This is an optimization exercise on Yosys and OpenROAD, whose aim is small area, not a production implementation. Only simulation tests tie the RTL to the original design; equivalence was not proved. Power figures rest on the tool's default switching activity, not on a simulated workload.

## DS18B20Z
module DS18B20Z
(
	input				clk_in,
	input				rst_n_in,
	input				ow_i,
	output	wire		ow_o,
	output	wire		ow_oe,
	output	reg	[15:0]	data_out
);
Size in the first run: ~220 cells after synthesis, about 21 I/O pins, ~2300 µm² of cells after synthesis.
clock: 10.0 ns
lec_check: 0
cap_margin: 0
core_margin: 2
core_utilization: 40
cts_buf_list: sky130_fd_sc_hd__clkbuf_8
cts_cluster_diameter: 200
cts_cluster_size: 64
gpl_timing_driven: 0
slew_margin: 0
standard.sh (not shown) runs the stock make flow with config.mk's settings and CLKGATE_MAP_FILE= SYNTH_SCRIPT=/design/flow/synth_recipe.tcl, a recipe that flattens the netlist after the stock synthesis.
==> flow/flow/run.sh <==
#!/bin/bash
# Own layout flow: the standard synthesis; its combinational logic mapped
# again by ABC for area, with every register instance kept as it is and the
# result proven equivalent (else the standard netlist is kept); then the
# standard layout, with buf_1 port buffers and a clkbuf_8 clock tree without
# dummy loads. Each tool's output goes to a log file in this folder.
set -euo pipefail
W=$(pwd)
R=$W/orfs/results/$FLOW_PLATFORM/DS18B20Z/base
LIB=$FLOW_HOME/platforms/$FLOW_PLATFORM/lib/sky130_fd_sc_hd__tt_025C_1v80.lib
export BUFFER_PORTS_ARGS="-buffer_cell sky130_fd_sc_hd__buf_1"
export CTS_ARGS="-sink_clustering_enable -repair_clock_nets -dont_use_dummy_load -buf_list sky130_fd_sc_hd__clkbuf_8 -sink_clustering_size 64 -sink_clustering_max_diameter 200"

bash standard.sh synth > synth.log 2>&1
cp "$R/1_2_yosys.v" "$W/std.v"

# cells the platform keeps out of use (low-power and probe cells)
DU=$(grep -o 'cell *( *"\?sky130_fd_sc_hd__\(lpflow\|probe\)[a-z0-9_]*' "$LIB" \
	| sed 's/.*(\s*"\?//; s/^/-dont_use /' | tr '\n' ' ')
sed "s|@LIB@|$LIB|g; s|@DU@|$DU|" flow/remap.ys > remap.ys
sed "s|@LIB@|$LIB|g" flow/equiv.ys > equiv.ys
if yosys -l remap.log -s remap.ys > /dev/null 2>&1 &&
	yosys -l equiv.log -s equiv.ys > /dev/null 2>&1; then
	cp "$W/remapped.v" "$R/1_2_yosys.v"
	rm -f "$R/1_synth.odb" "$R/1_synth.sdc"
	echo "remapped netlist used" > remap_result.txt
else
	echo "standard netlist kept" > remap_result.txt
fi

bash standard.sh > layout.log 2>&1
==> flow/flow/equiv.ys <==
read_liberty -ignore_miss_func @LIB@
read_verilog std.v
rename DS18B20Z gold
read_verilog remapped.v
rename DS18B20Z gate
rename -hide gold/c:_*_ gold/w:_*_ gate/c:_*_ gate/w:_*_
flatten gold gate
opt_clean
async2sync
equiv_make gold gate equiv
equiv_simple
equiv_induct
equiv_status -assert equiv
==> flow/flow/remap.ys <==
read_liberty -ignore_miss_func @LIB@
blackbox sky130_fd_sc_hd__df* sky130_fd_sc_hd__edf* sky130_fd_sc_hd__sdf* sky130_fd_sc_hd__dl* sky130_fd_sc_hd__sed*
read_verilog std.v
hierarchy -top DS18B20Z
flatten
opt_clean
abc -liberty @LIB@ @DU@ -script +strash;dc2;dch,-f;amap;strash;dc2;dch,-f;amap
opt_clean -purge
tee -o remap_stat.txt stat -liberty @LIB@
write_verilog -noattr -nohex -nodec remapped.v
Edit:
- CAP_MARGIN: 0 -> 20
- GPL_TIMING_DRIVEN: 0 -> default
- SLEW_MARGIN: 0 -> 20
Result:
- sequential share of layout area hardly moves
- register-to-register slack improved by 1.2 ns
- hold slack improves by 0.0093 ns
- clock power barely changes
- die area is unchanged
- fmax went up by 27%
- count of clock-buffer cells in the layout is unchanged
- power decreases by 0.43%
- flip-flop and latch count does not change
- utilization is about the same
- via count came out higher by 1.6%

== P ==
Starting RTL as in the previous note.
==> flow/config.mk <==
export PLATFORM = sky130hd
export DESIGN_NAME = DS18B20Z
export DESIGN_NICKNAME = DS18B20Z
export VERILOG_FILES = /design/flow/design.v
export SDC_FILE = /design/flow/constraint.sdc
export NUM_CORES = 4
export LEC_CHECK = 0
export CAP_MARGIN = 20
export CORE_MARGIN = 2
export CORE_UTILIZATION = 40
export CTS_BUF_LIST = sky130_fd_sc_hd__clkbuf_8
export CTS_CLUSTER_DIAMETER = 200
export CTS_CLUSTER_SIZE = 64
export SLEW_MARGIN = 20
==> flow/constraint.sdc <==
create_clock -name core_clock -period 10.0 [get_ports {clk_in}]
set_input_delay 2.0000 -clock core_clock [delete_from_list [all_inputs] [get_ports {clk_in}]]
set_output_delay 2.0000 -clock core_clock [all_outputs]
set_load 0.01 [all_outputs]
==> flow/flow/run.sh <==
#!/bin/bash
# Own layout flow: the standard synthesis; its combinational logic mapped
# again by ABC for area, with every register instance kept as it is and the
# result proven equivalent (else the standard netlist is kept); then the
# standard layout, with buf_1 port buffers and a clkbuf_8 clock tree without
# dummy loads. Each tool's output goes to a log file in this folder.
set -euo pipefail
W=$(pwd)
R=$W/orfs/results/$FLOW_PLATFORM/DS18B20Z/base
LIB=$FLOW_HOME/platforms/$FLOW_PLATFORM/lib/sky130_fd_sc_hd__tt_025C_1v80.lib
export BUFFER_PORTS_ARGS="-buffer_cell sky130_fd_sc_hd__buf_1"
export CTS_ARGS="-sink_clustering_enable -repair_clock_nets -dont_use_dummy_load -buf_list sky130_fd_sc_hd__clkbuf_8 -sink_clustering_size 100 -sink_clustering_max_diameter 1000"

bash standard.sh synth > synth.log 2>&1
cp "$R/1_2_yosys.v" "$W/std.v"

# cells the platform keeps out of use (low-power and probe cells)
DU=$(grep -o 'cell *( *"\?sky130_fd_sc_hd__\(lpflow\|probe\)[a-z0-9_]*' "$LIB" \
	| sed 's/.*(\s*"\?//; s/^/-dont_use /' | tr '\n' ' ')
# a few ABC scripts; the smallest result that is proven equivalent is used
SCRIPTS=(
	"+strash;dc2;dch,-f;amap;strash;dc2;dch,-f;amap"
	"+strash;balance;rewrite;refactor;resub;rewrite,-z;dc2;dch,-f;amap;strash;dc2;dch,-f;amap"
	"+strash;dc2;dc2;dc2;dch,-f;amap;strash;dch,-f;amap;strash;dch,-f;amap"
)
echo "standard netlist kept" > remap_result.txt
for N in 0 1 2; do
	sed "s|@LIB@|$LIB|g; s|@DU@|$DU|; s|@SCRIPT@|${SCRIPTS[$N]}|; s|@N@|$N|g" flow/remap.ys > remap_$N.ys
	yosys -l remap_$N.log -s remap_$N.ys > /dev/null 2>&1 || true
done
for N in $(for N in 0 1 2; do
		[[ -f remap_stat_$N.txt ]] && echo "$(awk '/Chip area/ {print $NF}' remap_stat_$N.txt) $N"
	done | sort -n | awk '{print $2}'); do
	cp "remapped_$N.v" remapped.v
	sed "s|@LIB@|$LIB|g" flow/equiv.ys > equiv.ys
	if yosys -l equiv_$N.log -s equiv.ys > /dev/null 2>&1; then
		cp "$W/remapped.v" "$R/1_2_yosys.v"
		rm -f "$R/1_synth.odb" "$R/1_synth.sdc"
		echo "remapped netlist $N used" > remap_result.txt
		break
	fi
done

bash standard.sh > layout.log 2>&1
==> flow/flow/remap.ys <==
read_liberty -ignore_miss_func @LIB@
blackbox sky130_fd_sc_hd__df* sky130_fd_sc_hd__edf* sky130_fd_sc_hd__sdf* sky130_fd_sc_hd__dl* sky130_fd_sc_hd__sed*
read_verilog std.v
hierarchy -top DS18B20Z
flatten
opt_clean
abc -liberty @LIB@ @DU@ -script @SCRIPT@
opt_clean -purge
tee -o remap_stat_@N@.txt stat -liberty @LIB@
write_verilog -noattr -nohex -nodec remapped_@N@.v
Scripts as last shown in full above: flow/flow/equiv.ys
P completed end to end with timing, DRC and antenna clean.
--- input diff P..Q ---
- changing CORE_UTILIZATION from 40 to 60
- changing CAP_MARGIN from 20 to 0
- changing SLEW_MARGIN from 20 to 0
==> flow/flow/run.sh <==
#!/bin/bash
# Own layout flow: the standard synthesis; its combinational logic mapped
# again by ABC for area, with every register instance kept as it is and the
# result proven equivalent (else the standard netlist is kept); then the
# standard layout, with buf_1 port buffers and a clkbuf_8 clock tree without
# dummy loads. Each tool's output goes to a log file in this folder.
set -euo pipefail
W=$(pwd)
R=$W/orfs/results/$FLOW_PLATFORM/DS18B20Z/base
LIB=$FLOW_HOME/platforms/$FLOW_PLATFORM/lib/sky130_fd_sc_hd__tt_025C_1v80.lib
export BUFFER_PORTS_ARGS="-buffer_cell sky130_fd_sc_hd__buf_1"
export CTS_ARGS="-sink_clustering_enable -repair_clock_nets -dont_use_dummy_load -buf_list sky130_fd_sc_hd__clkbuf_8 -sink_clustering_size 64 -sink_clustering_max_diameter 200"

bash standard.sh synth > synth.log 2>&1
cp "$R/1_2_yosys.v" "$W/std.v"

# cells the platform keeps out of use (low-power and probe cells)
DU=$(grep -o 'cell *( *"\?sky130_fd_sc_hd__\(lpflow\|probe\)[a-z0-9_]*' "$LIB" \
	| sed 's/.*(\s*"\?//; s/^/-dont_use /' | tr '\n' ' ')
sed "s|@LIB@|$LIB|g; s|@DU@|$DU|" flow/remap.ys > remap.ys
sed "s|@LIB@|$LIB|g" flow/equiv.ys > equiv.ys
if yosys -l remap.log -s remap.ys > /dev/null 2>&1 &&
	yosys -l equiv.log -s equiv.ys > /dev/null 2>&1; then
	cp "$W/remapped.v" "$R/1_2_yosys.v"
	rm -f "$R/1_synth.odb" "$R/1_synth.sdc"
	echo "remapped netlist used" > remap_result.txt
else
	echo "standard netlist kept" > remap_result.txt
fi

bash standard.sh > layout.log 2>&1
--- a/flow/flow/remap.ys
+++ b/flow/flow/remap.ys
@@ -5,6 +5,6 @@
 flatten
 opt_clean
-abc -liberty @LIB@ @DU@ -script @SCRIPT@
+abc -liberty @LIB@ @DU@ -script +strash;dc2;dch,-f;amap;strash;dc2;dch,-f;amap
 opt_clean -purge
-tee -o remap_stat_@N@.txt stat -liberty @LIB@
-write_verilog -noattr -nohex -nodec remapped_@N@.v
+tee -o remap_stat.txt stat -liberty @LIB@
+write_verilog -noattr -nohex -nodec remapped.v
==> summary.txt <==
Q ended up with bitn[2] as its launch point of the worst path; P ended up with cnt[6].
Routed wire length (Q vs. P) decreases by a few percent
Critical-path cell with the highest stage delay: sky130_fd_sc_hd__a31oi_1 -> Q, sky130_fd_sc_hd__dfrtp_1 -> P
Per the comparison of Q with P, proportion of cell area spent on the clock network essentially unchanged; area of combinational cells with multiple inputs increased 2.4%.
Compared to P, Q has ratio of routed vias to standard cells 11% higher.
Reported for Q and P, total number of sequential cells turned out identical to the last digit.
The combinational cell fraction of total power of Q and that of P are within noise of each other.
Power in the clock group: P vs Q, no meaningful difference
The final reports for Q and P show die extent in x lower in the former.
Diff P -> Q: total power decreased about 0.7%; cell area after layout decreased by 8.8 sq um relative to the old numbers.
diff inputs: Q => R
--- a/flow/flow/run.sh
+++ b/flow/flow/run.sh
@@ -18,14 +18,27 @@
 DU=$(grep -o 'cell *( *"\?sky130_fd_sc_hd__\(lpflow\|probe\)[a-z0-9_]*' "$LIB" \
 	| sed 's/.*(\s*"\?//; s/^/-dont_use /' | tr '\n' ' ')
-sed "s|@LIB@|$LIB|g; s|@DU@|$DU|" flow/remap.ys > remap.ys
-sed "s|@LIB@|$LIB|g" flow/equiv.ys > equiv.ys
-if yosys -l remap.log -s remap.ys > /dev/null 2>&1 &&
-	yosys -l equiv.log -s equiv.ys > /dev/null 2>&1; then
-	cp "$W/remapped.v" "$R/1_2_yosys.v"
-	rm -f "$R/1_synth.odb" "$R/1_synth.sdc"
-	echo "remapped netlist used" > remap_result.txt
-else
-	echo "standard netlist kept" > remap_result.txt
-fi
+# a few ABC scripts; the smallest result that is proven equivalent is used
+SCRIPTS=(
+	"+strash;dc2;dch,-f;amap;strash;dc2;dch,-f;amap"
+	"+strash;balance;rewrite;refactor;resub;rewrite,-z;dc2;dch,-f;amap;strash;dc2;dch,-f;amap"
+	"+strash;dc2;dc2;dc2;dch,-f;amap;strash;dch,-f;amap;strash;dch,-f;amap"
+)
+echo "standard netlist kept" > remap_result.txt
+for N in 0 1 2; do
+	sed "s|@LIB@|$LIB|g; s|@DU@|$DU|; s|@SCRIPT@|${SCRIPTS[$N]}|; s|@N@|$N|g" flow/remap.ys > remap_$N.ys
+	yosys -l remap_$N.log -s remap_$N.ys > /dev/null 2>&1 || true
+done
+for N in $(for N in 0 1 2; do
+		[[ -f remap_stat_$N.txt ]] && echo "$(awk '/Chip area/ {print $NF}' remap_stat_$N.txt) $N"
+	done | sort -n | awk '{print $2}'); do
+	cp "remapped_$N.v" remapped.v
+	sed "s|@LIB@|$LIB|g" flow/equiv.ys > equiv.ys
+	if yosys -l equiv_$N.log -s equiv.ys > /dev/null 2>&1; then
+		cp "$W/remapped.v" "$R/1_2_yosys.v"
+		rm -f "$R/1_synth.odb" "$R/1_synth.sdc"
+		echo "remapped netlist $N used" > remap_result.txt
+		break
+	fi
+done
 
 bash standard.sh > layout.log 2>&1
==> flow/flow/remap.ys <==
read_liberty -ignore_miss_func @LIB@
blackbox sky130_fd_sc_hd__df* sky130_fd_sc_hd__edf* sky130_fd_sc_hd__sdf* sky130_fd_sc_hd__dl* sky130_fd_sc_hd__sed*
read_verilog std.v
hierarchy -top DS18B20Z
flatten
opt_clean
abc -liberty @LIB@ @DU@ -script @SCRIPT@
opt_clean -purge
tee -o remap_stat_@N@.txt stat -liberty @LIB@
write_verilog -noattr -nohex -nodec remapped_@N@.v
Notes after the runs:
Against Q, R reports a clock skew after layout that is higher.
Summary — die width, R relative to Q: lower, by 0.20 um.
R can be clocked faster than Q.
Cell area | R vs Q | R smaller
Any difference in power consumption between Q and R is small enough to ignore.
R reached the end of the flow, and the finished layout is clean on the timing, design-rule and antenna checks.
Compared to Q, R has full die area about 0.6% lower.
Comparing Q against R, there is no change at all in cell count.
Post-route worst setup slack ends up higher on R.
#### Input delta (S over R)
- CORE_UTILIZATION now 40, was 60
- CAP_MARGIN now 20, was 0
- SLEW_MARGIN now 20, was 0
--- a/flow/flow/run.sh
+++ b/flow/flow/run.sh
@@ -10,5 +10,5 @@
 LIB=$FLOW_HOME/platforms/$FLOW_PLATFORM/lib/sky130_fd_sc_hd__tt_025C_1v80.lib
 export BUFFER_PORTS_ARGS="-buffer_cell sky130_fd_sc_hd__buf_1"
-export CTS_ARGS="-sink_clustering_enable -repair_clock_nets -dont_use_dummy_load -buf_list sky130_fd_sc_hd__clkbuf_8 -sink_clustering_size 64 -sink_clustering_max_diameter 200"
+export CTS_ARGS="-sink_clustering_enable -repair_clock_nets -dont_use_dummy_load -root_buf sky130_fd_sc_hd__clkbuf_16 -buf_list sky130_fd_sc_hd__clkbuf_16 -sink_clustering_size 100 -sink_clustering_max_diameter 1000"
 
 bash standard.sh synth > synth.log 2>&1
Results
- Ratio of routed vias to standard cells ends up higher on R.
- Minimum setup slack in the final design delta for S relative to R: 6.8 ps higher
- Compared with R, S is hungrier on power.
- S was carried through to the last stage, and its layout satisfied the timing, design-rule and antenna checks.
- For combinational share of power, R and S come out practically identical.
- Post-synthesis to final-layout area growth: R and S compared, lower one is R
- Compared with R, S shows utilization lower by 21 points.
Modified inputs, T compared to S
--- a/flow/flow/run.sh
+++ b/flow/flow/run.sh
@@ -10,5 +10,5 @@
 LIB=$FLOW_HOME/platforms/$FLOW_PLATFORM/lib/sky130_fd_sc_hd__tt_025C_1v80.lib
 export BUFFER_PORTS_ARGS="-buffer_cell sky130_fd_sc_hd__buf_1"
-export CTS_ARGS="-sink_clustering_enable -repair_clock_nets -dont_use_dummy_load -root_buf sky130_fd_sc_hd__clkbuf_16 -buf_list sky130_fd_sc_hd__clkbuf_16 -sink_clustering_size 100 -sink_clustering_max_diameter 1000"
+export CTS_ARGS="-sink_clustering_enable -repair_clock_nets -dont_use_dummy_load -buf_list sky130_fd_sc_hd__clkbuf_8 -sink_clustering_size 64 -sink_clustering_max_diameter 200"
 
 bash standard.sh synth > synth.log 2>&1
==> comparison <==
Relative to S, final critical delay including setup and external delays has increased by 24 ps in T. The run with more routed wire is S, not T. In T, the share of final layout cell area taken by clock buffers and inverters came out 2.1 points below the value in S. Of S and T, the higher clock network power share belongs to S. Reported for S and T, number of buffers added for setup after CTS turned out identical to the last digit. Diff S -> T | routed wire length per instance | down slightly. Compared T against S; logic gate share of total power within noise.

## port drivers added, routing unchanged
The results above use ideal ports. As a check the final layouts listed here were re-extracted and re-timed, cells and wires unchanged. Step 1 (the two cells are an assumption about what drives the block):
set clk [get_ports {clk_in}]
set_driving_cell -lib_cell sky130_fd_sc_hd__clkbuf_16 $clk
set_driving_cell -lib_cell sky130_fd_sc_hd__buf_2 [delete_from_list [all_inputs] $clk]
Step 2 also shifts input and output timing later by t, the mid clock arrival at the registers, as if the neighbouring blocks saw the same clock. a / b / c = ideal / step 1 / step 2; a / b = the first two.
| run | t (ns) | setup slack, ns | cell pins on the clock port's net |
|---|---|---|---|
| the first run of note 1 | 0.327 | 4.816 / 4.816 / 4.816 | 1 |
| the second run of note 1 | 0.326 | 5.933 / 5.905 / 6.059 | 1 |
| P | 0.328 | 5.984 / 5.953 / 6.281 | 1 |
| Q | 0.324 | 5.093 / 5.093 / 5.093 | 1 |
| R | 0.317 | 6.001 / 5.974 / 6.291 | 1 |
| S | 0.319 | 6.007 / 5.973 / 6.292 | 1 |
| T | 0.328 | 5.984 / 5.953 / 6.281 | 1 |
After both steps setup and hold are still met in every run listed.
